Context: an optimization exercise on an open-source flow, tuned for small area. The choices shown serve that exercise and are no tape-out recipe. In this exercise RTL edits were held to simulation tests only and were not proved equivalent to the original. No activity file was given, so power comes from the tool's default toggle rates. The flow treats the clock pin as an ideal source, which a real chip does not have.

==> run X: inputs <==
## ospi_flash
module ospi_flash(
    input wire clk,
    output wire [7:0] OSPI_IO_out,
    output wire OSPI_IO_oe,
    input wire OSPI_CS,
    input wire reset_n,
    input wire write_enable,
    input wire read_enable,
    input wire erase_enable,
    input wire [7:0] data_in,
    input wire [23:0] address,
    output reg [7:0] data_out,
    input wire HOLD_N,
    input wire [1:0] mode
);
==> module ospi_flash, before the edit <==
module ospi_flash(
    input wire clk,
    output wire [7:0] OSPI_IO_out,
    output wire OSPI_IO_oe,
    input wire OSPI_CS,
    input wire reset_n,
    input wire write_enable,
    input wire read_enable,
    input wire erase_enable,
    input wire [7:0] data_in,
    input wire [23:0] address,
    output reg [7:0] data_out,
    input wire HOLD_N,
    input wire [1:0] mode
);
    reg hold_active;
    reg ph;                        
    reg [7:0] st [0:255];          
    wire [7:0] a = address[7:0];
    wire act = !hold_active && !OSPI_CS;
    wire we  = reset_n && act && (write_enable || erase_enable);
    wire [7:0] wd = we ? ((erase_enable ? 8'hFF : data_in) ^ {8{ph}}) : 8'hFF;
    wire [15:0] pa, pb, pan, pbwn;
    genvar i, j, b;
    generate
        for (i = 0; i < 16; i = i + 1) begin : g_pre
            assign pa[i]   = (a[3:0] == i);
            assign pb[i]   = (a[7:4] == i);
            assign pan[i]  = ~pa[i];
            assign pbwn[i] = ~(we & pb[i]);
        end
    endgenerate
    wire [255:0] sn, w;
    wire [7:0] nx [0:255];
    wire [7:0] hit [0:127];
    generate
        for (j = 0; j < 16; j = j + 1) begin : g_hi
            for (i = 0; i < 16; i = i + 1) begin : g_lo
                localparam integer R = 16 * j + i;
                ospi_nand2 u_sn (.a(pa[i]), .b(pb[j]), .y(sn[R]));
                ospi_nor2  u_w  (.a(pan[i]), .b(pbwn[j]), .y(w[R]));
                for (b = 0; b < 8; b = b + 1) begin : g_bit
                    ospi_oai22 u_nx (.a1(st[R][b]), .a2(w[R]), .b1(wd[b]), .b2(sn[R]), .y(nx[R][b]));
                end
                always @(posedge clk)
                    st[R] <= nx[R];
            end
        end
        for (i = 0; i < 128; i = i + 1) begin : g_pair
            for (b = 0; b < 8; b = b + 1) begin : g_bit
                ospi_oai22 u_hit (.a1(st[2*i][b]), .a2(sn[2*i]), .b1(st[2*i+1][b]), .b2(sn[2*i+1]), .y(hit[i][b]));
            end
        end
    endgenerate
    wire [7:0] l2 [0:7];
    wire [7:0] sel;
    generate
        for (b = 0; b < 8; b = b + 1) begin : g_or
            for (i = 0; i < 8; i = i + 1) begin : g_l2
                ospi_or16 u (.x({hit[16*i+15][b], hit[16*i+14][b], hit[16*i+13][b], hit[16*i+12][b],
                                 hit[16*i+11][b], hit[16*i+10][b], hit[16*i+9][b],  hit[16*i+8][b],
                                 hit[16*i+7][b],  hit[16*i+6][b],  hit[16*i+5][b],  hit[16*i+4][b],
                                 hit[16*i+3][b],  hit[16*i+2][b],  hit[16*i+1][b],  hit[16*i][b]}),
                             .y(l2[i][b]));
            end
            ospi_or8 u_l3 (.x({l2[7][b], l2[6][b], l2[5][b], l2[4][b], l2[3][b], l2[2][b], l2[1][b], l2[0][b]}),
                           .y(sel[b]));
        end
    endgenerate
    wire [7:0] d = sel ^ {8{~ph}};
    always @(posedge clk)
        ph <= ~ph;
    always @(posedge clk or negedge reset_n) begin
        if (!reset_n) begin
            data_out <= 8'hFF;
            hold_active <= 1'b0;
        end else begin
            hold_active <= !HOLD_N;
            if (act && read_enable)
                data_out <= d;
        end
    end
    assign OSPI_IO_oe = act && read_enable;
    reg [7:0] perm;
    always @(*) begin
        case (mode)
            2'b00: perm = d;
            2'b01: perm = {d[3:0], d[7:4]};
            2'b10: perm = {d[1:0], d[3:2], d[5:4], d[7:6]};
            default: perm = {d[0], d[1], d[2], d[3], d[4], d[5], d[6], d[7]};
        endcase
    end
    assign OSPI_IO_out = OSPI_IO_oe ? perm : 8'h00;
endmodule
==> module ospi_oai22, before the edit <==
module ospi_oai22(input wire a1, input wire a2, input wire b1, input wire b2, output wire y);
    assign y = ~((a1 | a2) & (b1 | b2));
endmodule
==> module ospi_nand2, before the edit <==
module ospi_nand2(input wire a, input wire b, output wire y);
    assign y = ~(a & b);
endmodule
==> module ospi_nor2, before the edit <==
module ospi_nor2(input wire a, input wire b, output wire y);
    assign y = ~(a | b);
endmodule
==> module ospi_or16, before the edit <==
module ospi_or16(input wire [15:0] x, output wire y);
    assign y = |x;
endmodule
==> module ospi_or8, before the edit <==
module ospi_or8(input wire [7:0] x, output wire y);
    assign y = |x;
endmodule
export LEC_CHECK = 0
export CAP_MARGIN = 40
export CORE_MARGIN = 2
export CORE_UTILIZATION = 75
export CTS_BUF_LIST = sky130_fd_sc_hd__clkbuf_16
export CTS_CLUSTER_DIAMETER = 50
export CTS_CLUSTER_SIZE = 30
export PLACE_DENSITY = 0.85
export SLEW_MARGIN = 40
export SYNTH_HIERARCHICAL = 1
export SYNTH_MINIMUM_KEEP_SIZE = 0
create_clock -name core_clock -period 14.0 [get_ports {clk}]
run.sh (not shown) runs the stock make flow with config.mk's settings and CLKGATE_MAP_FILE= SYNTH_SCRIPT=/design/flow/synth_recipe.tcl, a recipe that flattens the netlist after the stock synthesis.
==> run C: changes against run X <==
==> flow/design.v (replaced) <==
module ospi_flash(
    input wire clk,
    output wire [7:0] OSPI_IO_out,
    output wire OSPI_IO_oe,
    input wire OSPI_CS,
    input wire reset_n,
    input wire write_enable,
    input wire read_enable,
    input wire erase_enable,
    input wire [7:0] data_in,
    input wire [23:0] address,
    output reg [7:0] data_out,
    input wire HOLD_N,
    input wire [1:0] mode 
);
    reg [7:0] memory [0:255];
    reg hold_active;  
    reg [7:0] ospi_io_out;  
    always @(posedge clk or negedge reset_n) begin
        if (!reset_n) begin
            data_out <= 8'hFF;  
            hold_active <= 1'b0;  
        end else begin
            if (!HOLD_N) begin
                hold_active <= 1'b1;  
            end else begin
                hold_active <= 1'b0;  
            end
            if (!hold_active) begin
                if (write_enable && !OSPI_CS) begin
                    memory[address[7:0]] <= data_in;  
                end
                if (read_enable && !OSPI_CS) begin
                    data_out <= memory[address[7:0]];  
                end
                if (erase_enable && !OSPI_CS) begin
                    memory[address[7:0]] <= 8'hFF;  
                end
            end
        end
    end
    always @(*) begin
        if (!hold_active && read_enable && !OSPI_CS) begin
            case (mode)
                2'b00: begin  
                    ospi_io_out = memory[address[7:0]];
                end
                2'b01: begin  
                    ospi_io_out[7:4] = memory[address[7:0]][3:0];  
                    ospi_io_out[3:0] = memory[address[7:0]][7:4];
                end
                2'b10: begin  
                    ospi_io_out[7:6] = memory[address[7:0]][1:0];  
                    ospi_io_out[5:4] = memory[address[7:0]][3:2];
                    ospi_io_out[3:2] = memory[address[7:0]][5:4];
                    ospi_io_out[1:0] = memory[address[7:0]][7:6];
                end
                2'b11: begin  
                    ospi_io_out = {memory[address[7:0]][0], memory[address[7:0]][1], memory[address[7:0]][2], memory[address[7:0]][3], memory[address[7:0]][4], memory[address[7:0]][5], memory[address[7:0]][6], memory[address[7:0]][7]};
                end
                default: begin
                    ospi_io_out = 8'h00;
                end
            endcase
        end else begin
            ospi_io_out = 8'h00;
        end
    end
    assign OSPI_IO_oe = !(OSPI_CS || hold_active) && !hold_active && read_enable && !OSPI_CS;
    assign OSPI_IO_out = ospi_io_out;
endmodule
- CORE_UTILIZATION: 75 -> 35
- CTS_BUF_LIST: sky130_fd_sc_hd__clkbuf_16 -> default
- CTS_CLUSTER_DIAMETER: 50 -> default
- CTS_CLUSTER_SIZE: 30 -> default
- PLACE_DENSITY: 0.85 -> default
- SYNTH_HIERARCHICAL: 1 -> default
- SYNTH_MINIMUM_KEEP_SIZE: 0 -> default
==> comparison table <==
                                                                      run C               run X
Worst Path Max Fanout                                                    43                  16
Maximum count of clock buffers along a single path                        4                   3
Worst Reg-to-Reg Cells                                                    9                   7
Highest cell delay on the worst timing path                         0.82 ns             0.97 ns
Final-layout worst hold slack                                     0.5274 ns           0.4452 ns
Inserted Diodes                                                         157                  13
Setup slack after layout                                           2.029 ns            2.107 ns
Hold Path Sink                                      data_out[7]$_DFFE_PN1P_  st[178][0]$_DFF_P_
Wire length of the first global-routing pass                      970500 um           326700 um
Net Sw Power                                                     0.004227 W          0.002529 W
Worst Hold Launch                                   data_out[7]$_DFFE_PN1P_  st[178][0]$_DFF_P_
Share of the clock period used by the worst path                     85.51%              84.95%
Share of synthesized area spent on multiplexers                     0.4956%             0.5332%
Chip width                                                         539.8 um            300.0 um
Clock period minus worst slack                                     11.97 ns            11.89 ns
Height of the die                                                  539.8 um            300.0 um
Status                                             timing/DRC/antenna clean  timing/DRC/antenna clean

========
==> inputs of 01-11 <==
ospi_flash, a different RTL version from the one above (not shown whole).
==> module ospi_flash, before the edit <==
module ospi_flash(
    input wire clk,
    output wire [7:0] OSPI_IO_out,
    output wire OSPI_IO_oe,
    input wire OSPI_CS,
    input wire reset_n,
    input wire write_enable,
    input wire read_enable,
    input wire erase_enable,
    input wire [7:0] data_in,
    input wire [23:0] address,
    output reg [7:0] data_out,
    input wire HOLD_N,
    input wire [1:0] mode
);
    reg hold_active;
    reg ph;                        
    reg [7:0] st [0:255];          
    wire [7:0] a = address[7:0];
    wire act = !hold_active && !OSPI_CS;
    wire we  = reset_n && act && (write_enable || erase_enable);
    wire [7:0] wd = we ? ((erase_enable ? 8'hFF : data_in) ^ {8{ph}}) : 8'hFF;
    wire [15:0] pa, pb;
    genvar i, j, b;
    generate
        for (i = 0; i < 16; i = i + 1) begin : g_pre
            assign pa[i] = (a[3:0] == i);
            assign pb[i] = (a[7:4] == i);
        end
    endgenerate
    wire wen = ~we;
    wire [255:0] sn, w;
    wire [7:0] nx [0:255];
    wire [7:0] hit [0:127];
    generate
        for (j = 0; j < 16; j = j + 1) begin : g_hi
            for (i = 0; i < 16; i = i + 1) begin : g_lo
                localparam integer R = 16 * j + i;
                ospi_nand2 u_sn (.a(pa[i]), .b(pb[j]), .y(sn[R]));
                ospi_nor2  u_w  (.a(sn[R]), .b(wen), .y(w[R]));
                for (b = 0; b < 8; b = b + 1) begin : g_bit
                    ospi_oai22 u_nx (.a1(st[R][b]), .a2(w[R]), .b1(wd[b]), .b2(sn[R]), .y(nx[R][b]));
                end
                always @(posedge clk)
                    st[R] <= nx[R];
            end
        end
        for (i = 0; i < 128; i = i + 1) begin : g_pair
            for (b = 0; b < 8; b = b + 1) begin : g_bit
                ospi_oai22 u_hit (.a1(st[2*i][b]), .a2(sn[2*i]), .b1(st[2*i+1][b]), .b2(sn[2*i+1]), .y(hit[i][b]));
            end
        end
    endgenerate
    wire [7:0] l2 [0:7];
    wire [7:0] l3 [0:3];
    wire [7:0] sel;
    generate
        for (b = 0; b < 8; b = b + 1) begin : g_or
            for (i = 0; i < 8; i = i + 1) begin : g_l2
                ospi_or16 u (.x({hit[16*i+15][b], hit[16*i+14][b], hit[16*i+13][b], hit[16*i+12][b],
                                 hit[16*i+11][b], hit[16*i+10][b], hit[16*i+9][b],  hit[16*i+8][b],
                                 hit[16*i+7][b],  hit[16*i+6][b],  hit[16*i+5][b],  hit[16*i+4][b],
                                 hit[16*i+3][b],  hit[16*i+2][b],  hit[16*i+1][b],  hit[16*i][b]}),
                             .y(l2[i][b]));
            end
            for (i = 0; i < 4; i = i + 1) begin : g_l3
                ospi_nor2 u (.a(l2[2*i][b]), .b(l2[2*i+1][b]), .y(l3[i][b]));
            end
            ospi_nand4 u_l4 (.a(l3[0][b]), .b(l3[1][b]), .c(l3[2][b]), .d(l3[3][b]), .y(sel[b]));
        end
    endgenerate
    wire [7:0] d = sel ^ {8{~ph}};
    always @(posedge clk)
        ph <= ~ph;
    always @(posedge clk or negedge reset_n) begin
        if (!reset_n) begin
            data_out <= 8'hFF;
            hold_active <= 1'b0;
        end else begin
            hold_active <= !HOLD_N;
            if (act && read_enable)
                data_out <= d;
        end
    end
    assign OSPI_IO_oe = act && read_enable;
    wire [3:0] m;
    wire [7:0] p1 = {d[3:0], d[7:4]};
    wire [7:0] p2 = {d[1:0], d[3:2], d[5:4], d[7:6]};
    wire [7:0] p3 = {d[0], d[1], d[2], d[3], d[4], d[5], d[6], d[7]};
    generate
        for (i = 0; i < 4; i = i + 1) begin : g_mode
            assign m[i] = OSPI_IO_oe && (mode == i);
        end
        for (b = 0; b < 8; b = b + 1) begin : g_out
            ospi_ao4 u_o (.d({p3[b], p2[b], p1[b], d[b]}), .e(m), .y(OSPI_IO_out[b]));
        end
    endgenerate
endmodule
==> module ospi_nand4, before the edit <==
module ospi_nand4(input wire a, input wire b, input wire c, input wire d, output wire y);
    assign y = ~(a & b & c & d);
endmodule
==> module ospi_ao4, before the edit <==
module ospi_ao4(input wire [3:0] d, input wire [3:0] e, output wire y);
    assign y = |(d & e);
endmodule
clock: 14.0 ns
lec_check: 0
cap_margin: 25
core_margin: 2
core_utilization: 80
cts_buf_list: sky130_fd_sc_hd__clkbuf_16
cts_cluster_diameter: 80
cts_cluster_size: 30
place_density: 0.9
slew_margin: 25
synth_hierarchical: 1
synth_minimum_keep_size: 0
standard.sh (not shown) runs the stock make flow with config.mk's settings and CLKGATE_MAP_FILE= SYNTH_SCRIPT=/design/flow/synth_recipe.tcl, a recipe that flattens the netlist after the stock synthesis.
==> flow/flow/run.sh <==
#!/bin/bash
# The standard layout, with two changes: port buffers use the smallest
# buffer cell, and clock tree synthesis inserts no dummy loads.
set -euo pipefail
export BUFFER_PORTS_ARGS="-buffer_cell sky130_fd_sc_hd__buf_1"
export CTS_ARGS="-sink_clustering_enable -repair_clock_nets -dont_use_dummy_load -buf_list sky130_fd_sc_hd__clkbuf_16 -sink_clustering_size 30 -sink_clustering_max_diameter 60"
bash standard.sh > standard.log 2>&1
==> inputs of 03-07, as changes to 01-11 <==
==> flow/design.v, changed modules only <==
module ospi_flash(
    input wire clk,
    output wire [7:0] OSPI_IO_out,
    output wire OSPI_IO_oe,
    input wire OSPI_CS,
    input wire reset_n,
    input wire write_enable,
    input wire read_enable,
    input wire erase_enable,
    input wire [7:0] data_in,
    input wire [23:0] address,
    output reg [7:0] data_out,
    input wire HOLD_N,
    input wire [1:0] mode
);
    reg hold_active;
    reg ph;                        
    reg [7:0] st [0:255];          
    wire [7:0] a = address[7:0];
    wire act = !hold_active && !OSPI_CS;
    wire we  = reset_n && act && (write_enable || erase_enable);
    wire [7:0] wd = we ? ((erase_enable ? 8'hFF : data_in) ^ {8{ph}}) : 8'hFF;
    wire [15:0] pa, pb, pan, pbwn;
    genvar i, j, b;
    generate
        for (i = 0; i < 16; i = i + 1) begin : g_pre
            assign pa[i]   = (a[3:0] == i);
            assign pb[i]   = (a[7:4] == i);
            assign pan[i]  = ~pa[i];
            assign pbwn[i] = ~(we & pb[i]);
        end
    endgenerate
    wire [255:0] sn, w;
    wire [7:0] nx [0:255];
    wire [7:0] hit [0:127];
    generate
        for (j = 0; j < 16; j = j + 1) begin : g_hi
            for (i = 0; i < 16; i = i + 1) begin : g_lo
                localparam integer R = 16 * j + i;
                ospi_nand2 u_sn (.a(pa[i]), .b(pb[j]), .y(sn[R]));
                ospi_nor2  u_w  (.a(pan[i]), .b(pbwn[j]), .y(w[R]));
                for (b = 0; b < 8; b = b + 1) begin : g_bit
                    ospi_oai22 u_nx (.a1(st[R][b]), .a2(w[R]), .b1(wd[b]), .b2(sn[R]), .y(nx[R][b]));
                end
                always @(posedge clk)
                    st[R] <= nx[R];
            end
        end
        for (i = 0; i < 128; i = i + 1) begin : g_pair
            for (b = 0; b < 8; b = b + 1) begin : g_bit
                ospi_oai22 u_hit (.a1(st[2*i][b]), .a2(sn[2*i]), .b1(st[2*i+1][b]), .b2(sn[2*i+1]), .y(hit[i][b]));
            end
        end
    endgenerate
    wire [7:0] l2 [0:7];
    wire [7:0] sel;
    generate
        for (b = 0; b < 8; b = b + 1) begin : g_or
            for (i = 0; i < 8; i = i + 1) begin : g_l2
                ospi_or16 u (.x({hit[16*i+15][b], hit[16*i+14][b], hit[16*i+13][b], hit[16*i+12][b],
                                 hit[16*i+11][b], hit[16*i+10][b], hit[16*i+9][b],  hit[16*i+8][b],
                                 hit[16*i+7][b],  hit[16*i+6][b],  hit[16*i+5][b],  hit[16*i+4][b],
                                 hit[16*i+3][b],  hit[16*i+2][b],  hit[16*i+1][b],  hit[16*i][b]}),
                             .y(l2[i][b]));
            end
            ospi_or8 u_l3 (.x({l2[7][b], l2[6][b], l2[5][b], l2[4][b], l2[3][b], l2[2][b], l2[1][b], l2[0][b]}),
                           .y(sel[b]));
        end
    endgenerate
    wire [7:0] d = sel ^ {8{~ph}};
    always @(posedge clk)
        ph <= ~ph;
    always @(posedge clk or negedge reset_n) begin
        if (!reset_n) begin
            data_out <= 8'hFF;
            hold_active <= 1'b0;
        end else begin
            hold_active <= !HOLD_N;
            if (act && read_enable)
                data_out <= d;
        end
    end
    assign OSPI_IO_oe = act && read_enable;
    reg [7:0] perm;
    always @(*) begin
        case (mode)
            2'b00: perm = d;
            2'b01: perm = {d[3:0], d[7:4]};
            2'b10: perm = {d[1:0], d[3:2], d[5:4], d[7:6]};
            default: perm = {d[0], d[1], d[2], d[3], d[4], d[5], d[6], d[7]};
        endcase
    end
    assign OSPI_IO_out = OSPI_IO_oe ? perm : 8'h00;
endmodule
module ospi_or8(input wire [7:0] x, output wire y);
    assign y = |x;
endmodule
// module ospi_nand4 removed
// module ospi_ao4 removed
==> flow/flow/run.sh (replaced) <==
#!/bin/bash
# The standard layout, with three changes: port buffers use the smallest
# buffer cell, clock tree synthesis inserts no dummy loads, and power
# recovery downsizes gates that have timing slack to spare.
set -euo pipefail
export BUFFER_PORTS_ARGS="-buffer_cell sky130_fd_sc_hd__buf_1"
export CTS_ARGS="-sink_clustering_enable -repair_clock_nets -dont_use_dummy_load -buf_list sky130_fd_sc_hd__clkbuf_16 -sink_clustering_size 30 -sink_clustering_max_diameter 80"
export RECOVER_POWER=100
bash standard.sh > standard.log 2>&1
--- a/flow/config.mk
+++ b/flow/config.mk
@@ -9,3 +9,3 @@
 export CORE_MARGIN = 2
-export CORE_UTILIZATION = 80
+export CORE_UTILIZATION = 75
 export CTS_BUF_LIST = sky130_fd_sc_hd__clkbuf_16
@@ -13,3 +13,3 @@
 export CTS_CLUSTER_SIZE = 30
-export PLACE_DENSITY = 0.9
+export PLACE_DENSITY = 0.85
 export SLEW_MARGIN = 25
==> inputs of 05-08, as changes to 01-11 <==
==> flow/design.v, changed modules only <==
module ospi_flash(
    input wire clk,
    output wire [7:0] OSPI_IO_out,
    output wire OSPI_IO_oe,
    input wire OSPI_CS,
    input wire reset_n,
    input wire write_enable,
    input wire read_enable,
    input wire erase_enable,
    input wire [7:0] data_in,
    input wire [23:0] address,
    output reg [7:0] data_out,
    input wire HOLD_N,
    input wire [1:0] mode
);
    reg hold_active;
    reg ph;                        
    reg [7:0] st [0:255];          
    wire [7:0] a = address[7:0];
    wire act = !hold_active && !OSPI_CS;
    wire we  = reset_n && act && (write_enable || erase_enable);
    wire [7:0] wd = we ? ((erase_enable ? 8'hFF : data_in) ^ {8{ph}}) : 8'hFF;
    wire [15:0] pa, pb, pan, pbwn;
    genvar i, j, b;
    generate
        for (i = 0; i < 16; i = i + 1) begin : g_pre
            assign pa[i]   = (a[3:0] == i);
            assign pb[i]   = (a[7:4] == i);
            assign pan[i]  = ~pa[i];
            assign pbwn[i] = ~(we & pb[i]);
        end
    endgenerate
    wire [255:0] sn, w;
    wire [7:0] nx [0:255];
    wire [7:0] hit [0:127];
    generate
        for (j = 0; j < 16; j = j + 1) begin : g_hi
            for (i = 0; i < 16; i = i + 1) begin : g_lo
                localparam integer R = 16 * j + i;
                ospi_nand2 u_sn (.a(pa[i]), .b(pb[j]), .y(sn[R]));
                ospi_nor2  u_w  (.a(pan[i]), .b(pbwn[j]), .y(w[R]));
                for (b = 0; b < 8; b = b + 1) begin : g_bit
                    ospi_oai22 u_nx (.a1(st[R][b]), .a2(w[R]), .b1(wd[b]), .b2(sn[R]), .y(nx[R][b]));
                end
                always @(posedge clk)
                    st[R] <= nx[R];
            end
        end
        for (i = 0; i < 128; i = i + 1) begin : g_pair
            for (b = 0; b < 8; b = b + 1) begin : g_bit
                ospi_oai22 u_hit (.a1(st[2*i][b]), .a2(sn[2*i]), .b1(st[2*i+1][b]), .b2(sn[2*i+1]), .y(hit[i][b]));
            end
        end
    endgenerate
    wire [7:0] l2 [0:7];
    wire [7:0] sel;
    generate
        for (b = 0; b < 8; b = b + 1) begin : g_or
            for (i = 0; i < 8; i = i + 1) begin : g_l2
                ospi_or16 u (.x({hit[16*i+15][b], hit[16*i+14][b], hit[16*i+13][b], hit[16*i+12][b],
                                 hit[16*i+11][b], hit[16*i+10][b], hit[16*i+9][b],  hit[16*i+8][b],
                                 hit[16*i+7][b],  hit[16*i+6][b],  hit[16*i+5][b],  hit[16*i+4][b],
                                 hit[16*i+3][b],  hit[16*i+2][b],  hit[16*i+1][b],  hit[16*i][b]}),
                             .y(l2[i][b]));
            end
            ospi_or8 u_l3 (.x({l2[7][b], l2[6][b], l2[5][b], l2[4][b], l2[3][b], l2[2][b], l2[1][b], l2[0][b]}),
                           .y(sel[b]));
        end
    endgenerate
    wire [7:0] d = sel ^ {8{~ph}};
    always @(posedge clk)
        ph <= ~ph;
    always @(posedge clk or negedge reset_n) begin
        if (!reset_n) begin
            data_out <= 8'hFF;
            hold_active <= 1'b0;
        end else begin
            hold_active <= !HOLD_N;
            if (act && read_enable)
                data_out <= d;
        end
    end
    assign OSPI_IO_oe = act && read_enable;
    reg [7:0] perm;
    always @(*) begin
        case (mode)
            2'b00: perm = d;
            2'b01: perm = {d[3:0], d[7:4]};
            2'b10: perm = {d[1:0], d[3:2], d[5:4], d[7:6]};
            default: perm = {d[0], d[1], d[2], d[3], d[4], d[5], d[6], d[7]};
        endcase
    end
    assign OSPI_IO_out = OSPI_IO_oe ? perm : 8'h00;
endmodule
module ospi_or8(input wire [7:0] x, output wire y);
    assign y = |x;
endmodule
// module ospi_nand4 removed
// module ospi_ao4 removed
==> flow/run.sh (new file) <==
#!/bin/bash
# synth_recipe.tcl (not shown) runs the flow's synth.tcl, then flattens the netlist and writes it again
# the make line also repeats each setting of config.mk as NAME=value (left out here)
make -C /OpenROAD-flow-scripts/flow DESIGN_CONFIG=/design/flow/config.mk WORK_HOME=/design/flow/orfs CLKGATE_MAP_FILE= SYNTH_SCRIPT=/design/flow/synth_recipe.tcl finish
--- a/flow/config.mk
+++ b/flow/config.mk
@@ -7,10 +7,10 @@
 export LEC_CHECK = 0
-export CAP_MARGIN = 25
+export CAP_MARGIN = 40
 export CORE_MARGIN = 2
-export CORE_UTILIZATION = 80
+export CORE_UTILIZATION = 75
 export CTS_BUF_LIST = sky130_fd_sc_hd__clkbuf_16
-export CTS_CLUSTER_DIAMETER = 80
-export CTS_CLUSTER_SIZE = 30
-export PLACE_DENSITY = 0.9
-export SLEW_MARGIN = 25
+export CTS_CLUSTER_DIAMETER = 40
+export CTS_CLUSTER_SIZE = 25
+export PLACE_DENSITY = 0.85
+export SLEW_MARGIN = 40
 export SYNTH_HIERARCHICAL = 1
removed: flow/flow/run.sh
removed: flow/standard.sh
==> summary of the runs <==
01-11 produced a clean layout. 05-08 finished with timing, DRC and antenna clean. 03-07 reached the layout checks and failed them: max-capacitance violations, max-slew violations.
Worst hold slack, highest first: 03-07, 01-11, 05-08.
First-iteration DRC count, highest first: 05-08, 01-11, 03-07.
The lowest core utilization belongs to 03-07, the highest to 01-11.
In area after synthesis, 05-08 and 03-07 do not differ.
==> figures <==
Outcome: 05-08 complete, no violations; 03-07 complete, but fails checks; 01-11 complete, no violations
Layout check failures: 05-08 -; 03-07 max-capacitance violations, max-slew violations; 01-11 -
Buffers excl. clock: 05-08 139; 03-07 120; 01-11 94
# Max-Cap Violations: 05-08 0; 03-07 24; 01-11 0
Initial core utilization: 05-08 75.74%; 03-07 75.74%; 01-11 80.96%
Count of clock buffers in the final design: 05-08 175; 03-07 78; 01-11 99
Fraction of final layout cells with drive strength greater than 1: 05-08 7.022%; 03-07 2.746%; 01-11 3.311%
Reg-to-Reg Start: 05-08 st[105][6]; 03-07 ph; 01-11 ph
Final worst path period share: 05-08 85.15%; 03-07 89.55%; 01-11 78.71%
Met3 Track Usage GR: 05-08 13.89%; 03-07 12.59%; 01-11 10.72%
Switching part of the total: 05-08 23.64%; 03-07 21.95%; 01-11 21.48%

-- port drivers added, routing unchanged --
The results above use ideal ports. As a check the final layouts listed here were re-extracted and re-timed, cells and wires unchanged.
Step 1, drivers: a clkbuf_16 drives clk and a buf_2 each remaining input, both assumed.
Step 2, shift: input delay + t, output delay - t, t = (earliest + latest rising clock arrival at the registers) / 2. This alone moves slack from input paths to output paths.
Three values: no drivers, after step 1, after step 2; two values: the first two.
run | t (ns) | slack for setup (ns) | worst slew at a driven data input, ns | cell pins on the clock port's net
run X | 0.842 | 2.107 / 2.033 / 2.033 | 0.29 | 1
run C | 1.079 | 2.029 / 1.969 / 1.969 | 0.06 | 1
01-11 | 0.757 | 2.981 / 2.923 / 2.923 | 0.13 | 1
03-07 | 0.750 | 1.463 / 1.362 / 0.612 | 0.32 | 1
05-08 | 0.859 | 2.078 / 2.010 / 2.010 | 0.31 | 1
For 03-07, which loses most, drivers alone change the setup slack by -0.101 ns; drivers and shift together by -0.851 ns.
